Source: an optimization exercise on an open RTL-to-GDS flow (aim: small area, a short achievable clock period and few clock cycles). Production flows keep margins and buffers that such runs may drop. Function was checked by simulation only, so behaviour that the tests miss may differ from the original.

## flow/design.v (module list and top-level ports; edited modules follow where they fit)
// module mult_generic: 1234 lines
// module sum_generic: 422 lines
// module ajuste: 17 lines
// module top_mac: 57 lines
module top_mac(rst, clk, stf, x, a, n, s, eof, i, y);
  // ...
==> flow/flow/run.sh <==
#!/bin/bash
# Layout flow: the standard flow (standard.sh) with these changes:
#  - every input and output port is buffered by sky130_fd_sc_hd__buf_4 (then sized by the
#    resizer) instead of the buffer that buffer_ports picks by itself;
#  - after the standard synthesis, flow/polopt.py chooses the polarity of the full adders and
#    swaps simple gates for their complement cells to remove inverters (registers untouched);
#  - clock tree synthesis without dummy loads.
# Each step's output goes to a log file of its own in this folder.
set -euo pipefail
export BUFFER_PORTS_ARGS="-buffer_cell sky130_fd_sc_hd__buf_4"
export CTS_ARGS="-sink_clustering_enable -repair_clock_nets -dont_use_dummy_load"
R=orfs/results/${FLOW_PLATFORM:-sky130hd}/top_mac/base
LIB=$FLOW_HOME/platforms/sky130hd/lib/sky130_fd_sc_hd__tt_025C_1v80.lib
bash standard.sh synth > flow_synth.log 2>&1
cp $R/1_2_yosys.v standard_1_2_yosys.v
python3 flow/polopt.py $LIB standard_1_2_yosys.v $R/1_2_yosys.v > flow_polopt.log 2>&1
bash standard.sh do-1_synth > flow_synth_odb.log 2>&1
bash standard.sh > flow_layout.log 2>&1
==> flow/flow/polopt.py <==
#!/usr/bin/env python3
"""Polarity optimisation of a mapped sky130hd netlist (the Yosys netlist of the standard
synthesis), done before placement.

Yosys' extract_fa picks each full adder's polarity from the gate netlist around it and
leaves inverters between adders, and between adders and the gates around them. This pass:
  - collapses chains of inverters (except inverters that drive a port),
  - chooses for each full adder whether to use it on inverted inputs (FA is self-dual:
    FA(~a,~b,~c) = (~sum,~carry)),
  - chooses for each simple gate whether to replace it by its complement cell
    (nand2 <-> and2, xor2 <-> xnor2, a21oi <-> a21o, ...),
  - puts back one inv_1 per signal that some load needs inverted,
minimising total cell area by simulated annealing. Registers are not touched.

usage: polopt.py LIBERTY IN.v OUT.v
"""
import re, sys, random, math
from collections import defaultdict

lib = open(sys.argv[1]).read()
AREA, OUTPIN = {}, {}
for m in re.finditer(r'cell\s*\(\s*"(sky130_fd_sc_hd__\w+)"\s*\)\s*\{', lib):
    name = m.group(1)
    seg = lib[m.end():m.end() + 200000]
    nxt = re.search(r'\n\s*cell\s*\(', seg)
    if nxt:
        seg = seg[:nxt.start()]
    a = re.search(r'\barea\s*:\s*([\d.]+)', seg)
    AREA[name] = float(a.group(1)) if a else 0.0
    outs = re.findall(r'pin\s*\(\s*"(\w+)"\s*\)\s*\{[^{}]*?direction\s*:\s*"?output', seg)
    OUTPIN[name] = outs

PAIRS = [('xor2', 'xnor2'), ('xor3', 'xnor3'), ('nand2', 'and2'), ('nand3', 'and3'),
         ('nand4', 'and4'), ('nor2', 'or2'), ('nor3', 'or3'), ('nor4', 'or4'),
         ('nand2b', 'and2b'), ('nand3b', 'and3b'), ('nand4b', 'and4b'), ('nand4bb', 'and4bb'),
         ('nor2b', 'or2b'), ('nor3b', 'or3b'), ('nor4b', 'or4b'), ('nor4bb', 'or4bb'),
         ('a21oi', 'a21o'), ('a22oi', 'a22o'), ('a211oi', 'a211o'), ('a221oi', 'a221o'),
         ('a311oi', 'a311o'), ('a31oi', 'a31o'), ('a32oi', 'a32o'), ('a41oi', 'a41o'),
         ('a2111oi', 'a2111o'), ('a21boi', 'a21bo'), ('a2bb2oi', 'a2bb2o'),
         ('o21ai', 'o21a'), ('o22ai', 'o22a'), ('o211ai', 'o211a'), ('o221ai', 'o221a'),
         ('o311ai', 'o311a'), ('o31ai', 'o31a'), ('o32ai', 'o32a'), ('o41ai', 'o41a'),
         ('o2111ai', 'o2111a'), ('o21bai', 'o21ba'), ('o2bb2ai', 'o2bb2a'), ('mux2i', 'mux2')]
COMP = {}
for p, q in PAIRS:
    COMP[p] = q
    COMP[q] = p
P = 'sky130_fd_sc_hd__'
def complement(t):
    base, drv = t[len(P):].rsplit('_', 1)
    if base not in COMP:
        return None
    cb = COMP[base]
    cands = sorted(int(n[len(P) + len(cb) + 1:]) for n in AREA
                   if n.startswith(P + cb + '_') and n[len(P) + len(cb) + 1:].isdigit())
    if not cands:
        return None
    d = int(drv)
    pick = next((c for c in cands if c >= d), cands[-1])
    return f'{P}{cb}_{pick}'

src = open(sys.argv[2]).read()
m = re.search(r'^module\s+(\S+)\s*\(', src, re.M)
body_start = src.index(';', m.end()) + 1
end = src.rindex('endmodule')
head, body = src[:body_start], src[body_start:end]
inst_re = re.compile(r'^\s*(sky130_fd_sc_hd__\w+)\s+(\S+)\s*\((.*?)\);\s*$', re.S | re.M)
pin_re = re.compile(r'\.(\w+)\(\s*(.*?)\s*\)\s*(?:,|$)', re.S)
decls, cells, pos = [], [], 0
for mm in inst_re.finditer(body):
    decls.append(body[pos:mm.start()])
    pos = mm.end()
    cells.append([mm.group(1), mm.group(2), [(p, n.strip()) for p, n in pin_re.findall(mm.group(3))]])
decl_text = ''.join(decls) + body[pos:]
assert 'assign' not in decl_text

ports_out = set(mm.group(2) for mm in re.finditer(r'^\s*output\s+(\[[^\]]*\]\s*)?(\S+?)\s*;', src, re.M))
def is_port_net(n):
    return n.split('[')[0].strip().lstrip('\\') in ports_out or n.split('[')[0].strip() in ports_out
def outs(t):
    return set(OUTPIN.get(t, []))
def is_inv(t):
    return re.match(P + r'(clk)?inv_\d+$', t) is not None
def is_fa(t):
    return re.match(P + r'fa_\d+$', t) is not None

driver = {}
for ci, (t, nm, pl) in enumerate(cells):
    for p, n in pl:
        if p in outs(t):
            driver[n] = ci
removable = set(ci for ci, c in enumerate(cells) if is_inv(c[0]) and not is_port_net(dict(c[2])['Y']))
def base_of(n):
    par = 0
    while n in driver and driver[n] in removable:
        n = dict(cells[driver[n]][2])['A']
        par ^= 1
    return n, par

# flippable: FAs (inputs and outputs) and complementable gates (output only); none driving a port
kind = {}
comp = {}
for ci, (t, nm, pl) in enumerate(cells):
    if ci in removable:
        continue
    onets = [n for p, n in pl if p in outs(t)]
    if any(is_port_net(n) for n in onets):
        continue
    if is_fa(t):
        kind[ci] = 'fa'
    elif len(onets) == 1:
        c = complement(t)
        if c:
            kind[ci] = 'g'
            comp[ci] = c
loads = []
for ci, (t, nm, pl) in enumerate(cells):
    if ci in removable:
        continue
    for p, n in pl:
        if p in outs(t) or n.startswith("1'") or n == '':
            continue
        b, par = base_of(n)
        loads.append((ci, p, b, par))
by_base = defaultdict(list)
for k, l in enumerate(loads):
    by_base[l[2]].append(k)
touch = defaultdict(set)
for ci in kind:
    for p, n in cells[ci][2]:
        if p in outs(cells[ci][0]):
            touch[ci].add(n)
for k, (ci, p, b, par) in enumerate(loads):
    if kind.get(ci) == 'fa':
        touch[ci].add(b)

INV = AREA[P + 'inv_1']
flip = set()
def need(ci, b, par):
    q = par
    if ci in flip and kind[ci] == 'fa':
        q ^= 1
    d = driver.get(b)
    if d is not None and d in flip:
        q ^= 1
    return q
def cost_base(b):
    return INV if any(need(loads[k][0], b, loads[k][3]) for k in by_base[b]) else 0.0
def gate_cost(ci):
    if ci in flip and kind[ci] == 'g':
        return AREA[comp[ci]] - AREA[cells[ci][0]]
    return 0.0

init = sum(cost_base(b) for b in by_base)
cur = init
var = sorted(kind)
rng = random.Random(1)
best, best_flip = cur, set(flip)
N = int(sys.argv[4]) if len(sys.argv) > 4 else 600000
for step in range(N):
    T = 3.0 * (1 - step / N) + 0.05
    ci = var[rng.randrange(len(var))]
    bs = touch[ci]
    before = sum(cost_base(b) for b in bs) + gate_cost(ci)
    flip ^= {ci}
    after = sum(cost_base(b) for b in bs) + gate_cost(ci)
    d = after - before
    if d <= 0 or rng.random() < math.exp(-d / T):
        cur += d
        if cur < best - 1e-9:
            best, best_flip = cur, set(flip)
    else:
        flip ^= {ci}
flip = best_flip
nfa = sum(1 for c in flip if kind[c] == 'fa')
sys.stderr.write(f'polopt: {len(removable)} inverters, {sum(1 for k in kind.values() if k=="fa")} adders, '
                 f'{sum(1 for k in kind.values() if k=="g")} gates; inverter+swap area {init:.1f} -> {best:.1f}; '
                 f'{nfa} adders and {len(flip)-nfa} gates flipped\n')

inv_net, new_cells, newwires = {}, [], []
def inv_of(b):
    if b not in inv_net:
        k = len(inv_net)
        inv_net[b] = f'polopt_n{k}'
        newwires.append(inv_net[b])
        new_cells.append([P + 'inv_1', f'polopt_i{k}', [('A', b), ('Y', inv_net[b])]])
    return inv_net[b]
load_map = {(ci, p): (b, par) for (ci, p, b, par) in loads}
res = []
for ci, (t, nm, pl) in enumerate(cells):
    if ci in removable:
        continue
    nt = t
    if ci in flip and kind[ci] == 'g':
        nt = comp[ci]
    oo, no = outs(t), outs(nt)
    npl = []
    for p, n in pl:
        if (ci, p) in load_map:
            b, par = load_map[(ci, p)]
            n = inv_of(b) if need(ci, b, par) else b
        if p in oo and nt != t:
            p = next(iter(no))
        npl.append((p, n))
    res.append([nt, nm, npl])
res += new_cells
def emit(c):
    t, nm, pl = c
    return f'  {t} {nm} (\n' + ',\n'.join(f'    .{p}({n}' + (' ' if n.startswith('\\') else '') + ')' for p, n in pl) + '\n  );\n'
open(sys.argv[3], 'w').write(head + '\n' + ''.join(f'  wire {w};\n' for w in newwires)
                              + decl_text.rstrip() + '\n' + ''.join(emit(c) for c in res) + 'endmodule\n')
==> flow/standard.sh <==
#!/bin/bash
# synth_recipe.tcl (not shown) runs the flow's synth.tcl, then flattens the netlist and writes it again
# the make line also repeats each setting of config.mk as NAME=value (left out here)
make -C /OpenROAD-flow-scripts/flow DESIGN_CONFIG=/design/flow/config.mk WORK_HOME=/design/flow/orfs CLKGATE_MAP_FILE= SYNTH_SCRIPT=/design/flow/synth_recipe.tcl "${@:-finish}"
==> flow/config.mk <==
export PLATFORM = sky130hd
export DESIGN_NAME = top_mac
export DESIGN_NICKNAME = top_mac
export VERILOG_FILES = /design/flow/design.v
export SDC_FILE = /design/flow/constraint.sdc
export NUM_CORES = 8
export LEC_CHECK = 0
export ABC_AREA = 1
export CAP_MARGIN = 20
export CORE_MARGIN = 2
export CORE_UTILIZATION = 40
export PLACE_DENSITY = 0.45
export SETUP_SLACK_MARGIN = 3.6
export SLEW_MARGIN = 20
export TNS_END_PERCENT = 10
==> flow/constraint.sdc <==
create_clock -name core_clock -period 9.0 [get_ports {clk}]
set_input_delay 1.8000 -clock core_clock [delete_from_list [all_inputs] [get_ports {clk}]]
set_output_delay 1.8000 -clock core_clock [all_outputs]
set_load 0.01 [all_outputs]
==> metrics.md, run 1 <==
| Metric | Value |
|---|---|
| Slew headroom | `0.339` |
| Slew Viols, Final | `0` |
| DP Area | `21500 um2` |
| # hold bufs at CTS | `0` |
| Met2 usage | `0.501` |
| Tot GR Track Use | `0.324` |
| Tapcells inserted | `680` |
| Fin Hold WS | `0.571 ns` |
| Final net count | `2952` |
| Core Area | `51000 um2` |
| Hpwl dp | `61800 um` |
| YS warnings | `1` |
| Status | `timing/DRC/antenna clean` |
| ClkCell Share | `0.00889` |
| Site Rows | `83` |
| FF/Latch Area | `2280 um2` |
| Die Area | `53100 um2` |
| Crit path time final | `5.51 ns` |
| Fraction of area in registers | `0.0900` |
| Total congestion overflow | `0` |
| Total clock buffers created by CTS | `9` |
| Final Util | `0.497` |
| Htree depth | `3` |
| Vias | `18900` |
| Area of the multi-input gates | `18500 um2` |
| Largest register FFs | `60` |
| DR WL met2 | `39400 um` |
| Mapped Nets | `2878` |
| Layout cells sized above 1 | `0.290` |
| CLK BUF | `9` |
| Commonest non-fill, non-tap cell in the layout | `fa_1` |
| Max Used Layer | `met5` |
Testbench counts, summed over its fixed seeds: cycles 32,262.
==> run 2: changes to the inputs <==
--- a/flow/flow/run.sh
+++ b/flow/flow/run.sh
@@ -4,11 +4,13 @@
 #    resizer) instead of the buffer that buffer_ports picks by itself;
 #  - after the standard synthesis, flow/polopt.py chooses the polarity of the full adders and
 #    swaps simple gates for their complement cells to remove inverters (registers untouched);
-#  - clock tree synthesis without dummy loads.
+#  - clock tree synthesis without dummy loads;
+#  - no second timing repair after global routing (the one after clock tree synthesis stays).
 # Each step's output goes to a log file of its own in this folder.
 set -euo pipefail
 export BUFFER_PORTS_ARGS="-buffer_cell sky130_fd_sc_hd__buf_4"
 export CTS_ARGS="-sink_clustering_enable -repair_clock_nets -dont_use_dummy_load"
+export SKIP_INCREMENTAL_REPAIR=1
 R=orfs/results/${FLOW_PLATFORM:-sky130hd}/top_mac/base
 LIB=$FLOW_HOME/platforms/sky130hd/lib/sky130_fd_sc_hd__tt_025C_1v80.lib
 bash standard.sh synth > flow_synth.log 2>&1
==> run 2 against run 1 <==
Still clean on timing, DRC and antenna. Critical path depth up 5. First-iteration DRC count down 6.6%. Worst setup slack worse by 0.040 ns. Non-clock buffer count down 51. Sequential share of layout area up 0.71 points. Register-to-register slack worse by 0.07 ns. Die area unchanged. Global-route usage unchanged. Via count down 2.4%.
==> metrics.md, run 2 <==
| Metric | Value |
|---|---|
| CP Launch Type | `input port (unchanged)` |
| Dpl ws | `2.22 ns (unchanged)` |
| Slew headroom | `0.364 (was 0.339)` |
| Clock latency (worst-skew pair) | `0.39 ns (was 0.40 ns)` |
| DRT Pass-1 Iters | `7 (was 5)` |
| Final Hold Viols | `0 (unchanged)` |
| Fin crit share | `0.617 (was 0.613)` |
| Htree depth | `3 (unchanged)` |
| Setup_tns | `0 ns (unchanged)` |
| Slew Viols, Final | `0 (unchanged)` |
| PnR worst setup slack | `3.45 ns (was 3.49 ns)` |
| Clk slew on worst S/H paths | `0.07 ns (about the same)` |
| Commonest non-fill, non-tap cell in the layout | `fa_1 (unchanged)` |
| Global-route wire length before repair | `127000 um (unchanged)` |
| Worst Path Max Fanout | `19 (was 16)` |
| YS warnings | `1 (unchanged)` |
| Final Util | `0.457 (was 0.497)` |
| Residual DRC | `0 (unchanged)` |
| # clock sinks | `110 (unchanged)` |
| Die Area | `53100 um2 (unchanged)` |
| Delay-heaviest family, CP | `adder cells (unchanged)` |
| CP Cell Sequence | `buf_4, nor2_4, buf_12, inv_8, and3b_4, buf_12, inv_16, o22ai_1, xnor2_1, fa_1, fa_1, fa_1, fa_1, fa_1, ha_1 (was buf_4, inv_1, o22ai_1, xnor2_1, fa_1, fa_2, fa_2, fa_1, fa_2, fa_1)` |
| Status | `timing/DRC/antenna clean (unchanged)` |
| Final setup viols | `0 (unchanged)` |
| Final net count | `2894 (was 2952)` |
| Initial antenna violation count | `1 (unchanged)` |
| Slew @ Worst Pin | `0.953 ns (was 0.991 ns)` |
| Slowest-stage cell, CP | `fa_1 (was inv_1)` |
| Total clock buffers created by CTS | `9 (unchanged)` |
| Syn avg cell area | `8.58 um2 (unchanged)` |
| Largest register FFs | `60 (unchanged)` |
| DR WL/cell | `27.5 um (was 28.5 um)` |
| Worst path required time | `9.28 ns (was 9.26 ns)` |
| Largest net degree at the start of global routing | `52 (unchanged)` |
| Syn Inst Count | `2393 (unchanged)` |
| Most Frequent Cell on Critical Path | `fa_1` |
| TritonCTS clock tree | `done (unchanged)` |
| Register with the most flip-flops | `q0 (unchanged)` |
| Post-Syn Area | `20500 um2 (unchanged)` |
| Final wirelength | `84800 um (was 89500 um)` |
| Clock tree root buffer cell | `clkbuf_16 (unchanged)` |
| FMAX | `180 MHz (was 181 MHz)` |
| Max Cap Violations | `0 (unchanged)` |
| Setup Skew | `0.0206 ns (was 0.0222 ns)` |
| 1st-iter DRT viols | `1618 (was 1732)` |
| Mapped Nets | `2878 (unchanged)` |
| Biggest regs | `q0: 60 flops, acc1.ff.b: 42 flops, i_q: 6 flops (unchanged)` |
| FILL cells | `5077 (was 4910)` |
| Post-cts sizing count | `320 (unchanged)` |
| Hold Startpoint | `q0[0] (unchanged)` |
| CP Class | `in2reg (unchanged)` |
| CP max stage delay | `0.55 ns (was 0.71 ns)` |
| Post-CTS setup buffer count | `36 (unchanged)` |
| Vias per inst | `5.96 (was 6.00)` |
| Antenna Nets Post-Route | `0 (unchanged)` |
| Vias in the first global route | `19100 (unchanged)` |
| Fin Hold WS | `0.558 ns (was 0.571 ns)` |
| Worst min-delay path class | `reg2reg (unchanged)` |
| Hpwl dp | `61800 um (unchanged)` |
| Clock Tree Buf Depth | `2 (unchanged)` |
| I/O pins | `94 (unchanged)` |
| Initial core utilization | `0.402 (unchanged)` |
| Vias | `18400 (was 18900)` |
| Final GP Congestion | `0.901 (unchanged)` |
| Die Ht | `231 um (unchanged)` |
| I/O Buffers | `93 (unchanged)` |
| CP bufs+invs | `5 (was 2)` |
| Site Rows | `83 (unchanged)` |
| Core Area | `51000 um2 (unchanged)` |
| Crit path DAT | `5.83 ns (was 5.77 ns)` |
| Worst Setup SP | `stf (was a[17])` |
| Chip Width | `231 um (unchanged)` |
| Reg2reg setup slack | `3.53 ns (was 3.60 ns)` |
| Crit path time final | `5.55 ns (was 5.51 ns)` |
| Area growth syn-to-layout | `13.5% (was 23.5%)` |
| Tot GR Track Use | `0.324 (unchanged)` |
| Total congestion overflow | `0 (unchanged)` |
| Worst setup EP type | `flip-flop (unchanged)` |
| Layout cells sized above 1 | `0.189 (was 0.290)` |
| Worst r2r src | `q0[13] (was q0[15])` |
| Commonest cells after routing, fill and taps aside | `fa_1, nand2_1, o22ai_1, inv_1, xnor2_1 (was fa_1, nand2_1, inv_1, o22ai_1, buf_4)` |
| # hold bufs at CTS | `0 (unchanged)` |
run 2: worst paths after layout:
path                                       to  cells past startpoint
worst max register to register  acc1[42].ff.b                     20
worst max-delay path            acc1[31].ff.b                     15
worst min-delay path                    q0[0]                      2
worst min register to register          q0[0]                      2
min in group asynchronous              i_q[5]                      2
max in group asynchronous              busy_q                      2
run 2: through the flow:
step,cells,instance area [um2]
floorplan,2393,20700
global placement,3034,21500
detailed placement,3034,21500
CTS,3087,23300
global route,3087,23300
finish,3088,23300
run 2: area by class of cell:
| cell class | count | area (um2) | share of cell area |
|---|---|---|---|
| Multi-Input combinational cell | 1869 | 17500 | 0.750 |
| Sequential cell | 110 | 2260 | 0.0971 |
| Timing Repair Buffer | 153 | 1310 | 0.0564 |
| Inverter | 263 | 1140 | 0.0488 |
| Tap cell | 680 | 851 | 0.0365 |
| Clock buffer | 9 | 225 | 0.00967 |
| Timing Repair inverter | 3 | 26.3 | 0.00113 |
| Antenna cell | 1 | 2.50 | 0.000107 |
run 2: tightest hold or removal path, stage by stage, from the launching register on:
cell	delay, ns
dfxtp_1	0.34
nand2_1	0.11
xor2_1	0.06
run 2: layer usage:
layer | up-vias | wire [um] | global-route usage
met5 | - | 16 | 0
met1 | 9274 | 37900 | 0.461
met2 | 923 | 37300 | 0.501
met3 | 143 | 7400 | 0.0665
li1 | 8073 | - | -
met4 | 2 | 2220 | 0.0847

==> what the ideal ports hide <==
How much do the figures lean on ideal ports? The routed layouts below were timed once more, with nothing changed but the port constraints.
Step 1 (the two cells are an assumption about what drives the block):
set clk [get_ports {clk}]
set_driving_cell -lib_cell sky130_fd_sc_hd__clkbuf_16 $clk
set_driving_cell -lib_cell sky130_fd_sc_hd__buf_2 [delete_from_list [all_inputs] $clk]
Step 2 adds t to the input delays and takes it off the output delays; t is the mean of the earliest and latest rising clock arrival at the registers after step 1. Input paths then give back, and output paths get back, about the clock's delay inside the block.
a / b / c = ideal / step 1 / step 2; a / b = the first two.
| run | t (ns) | setup slack, ns | clock arrival spread, ns | worst data-port slew with drivers (ns) | pins driven straight from the clock port |
|---|---|---|---|---|---|
| run 1 | 0.449 | 3.486 / 3.425 / 3.076 | 0.023 / 0.023 | 0.05 | 1 |
| run 2 | 0.444 | 3.445 / 3.444 / 3.043 | 0.021 / 0.021 | 0.05 | 1 |
After both steps every run listed still meets setup and hold. The setup slack of run 1, which loses most, moves by -0.061 ns with the drivers and by -0.410 ns with both steps.
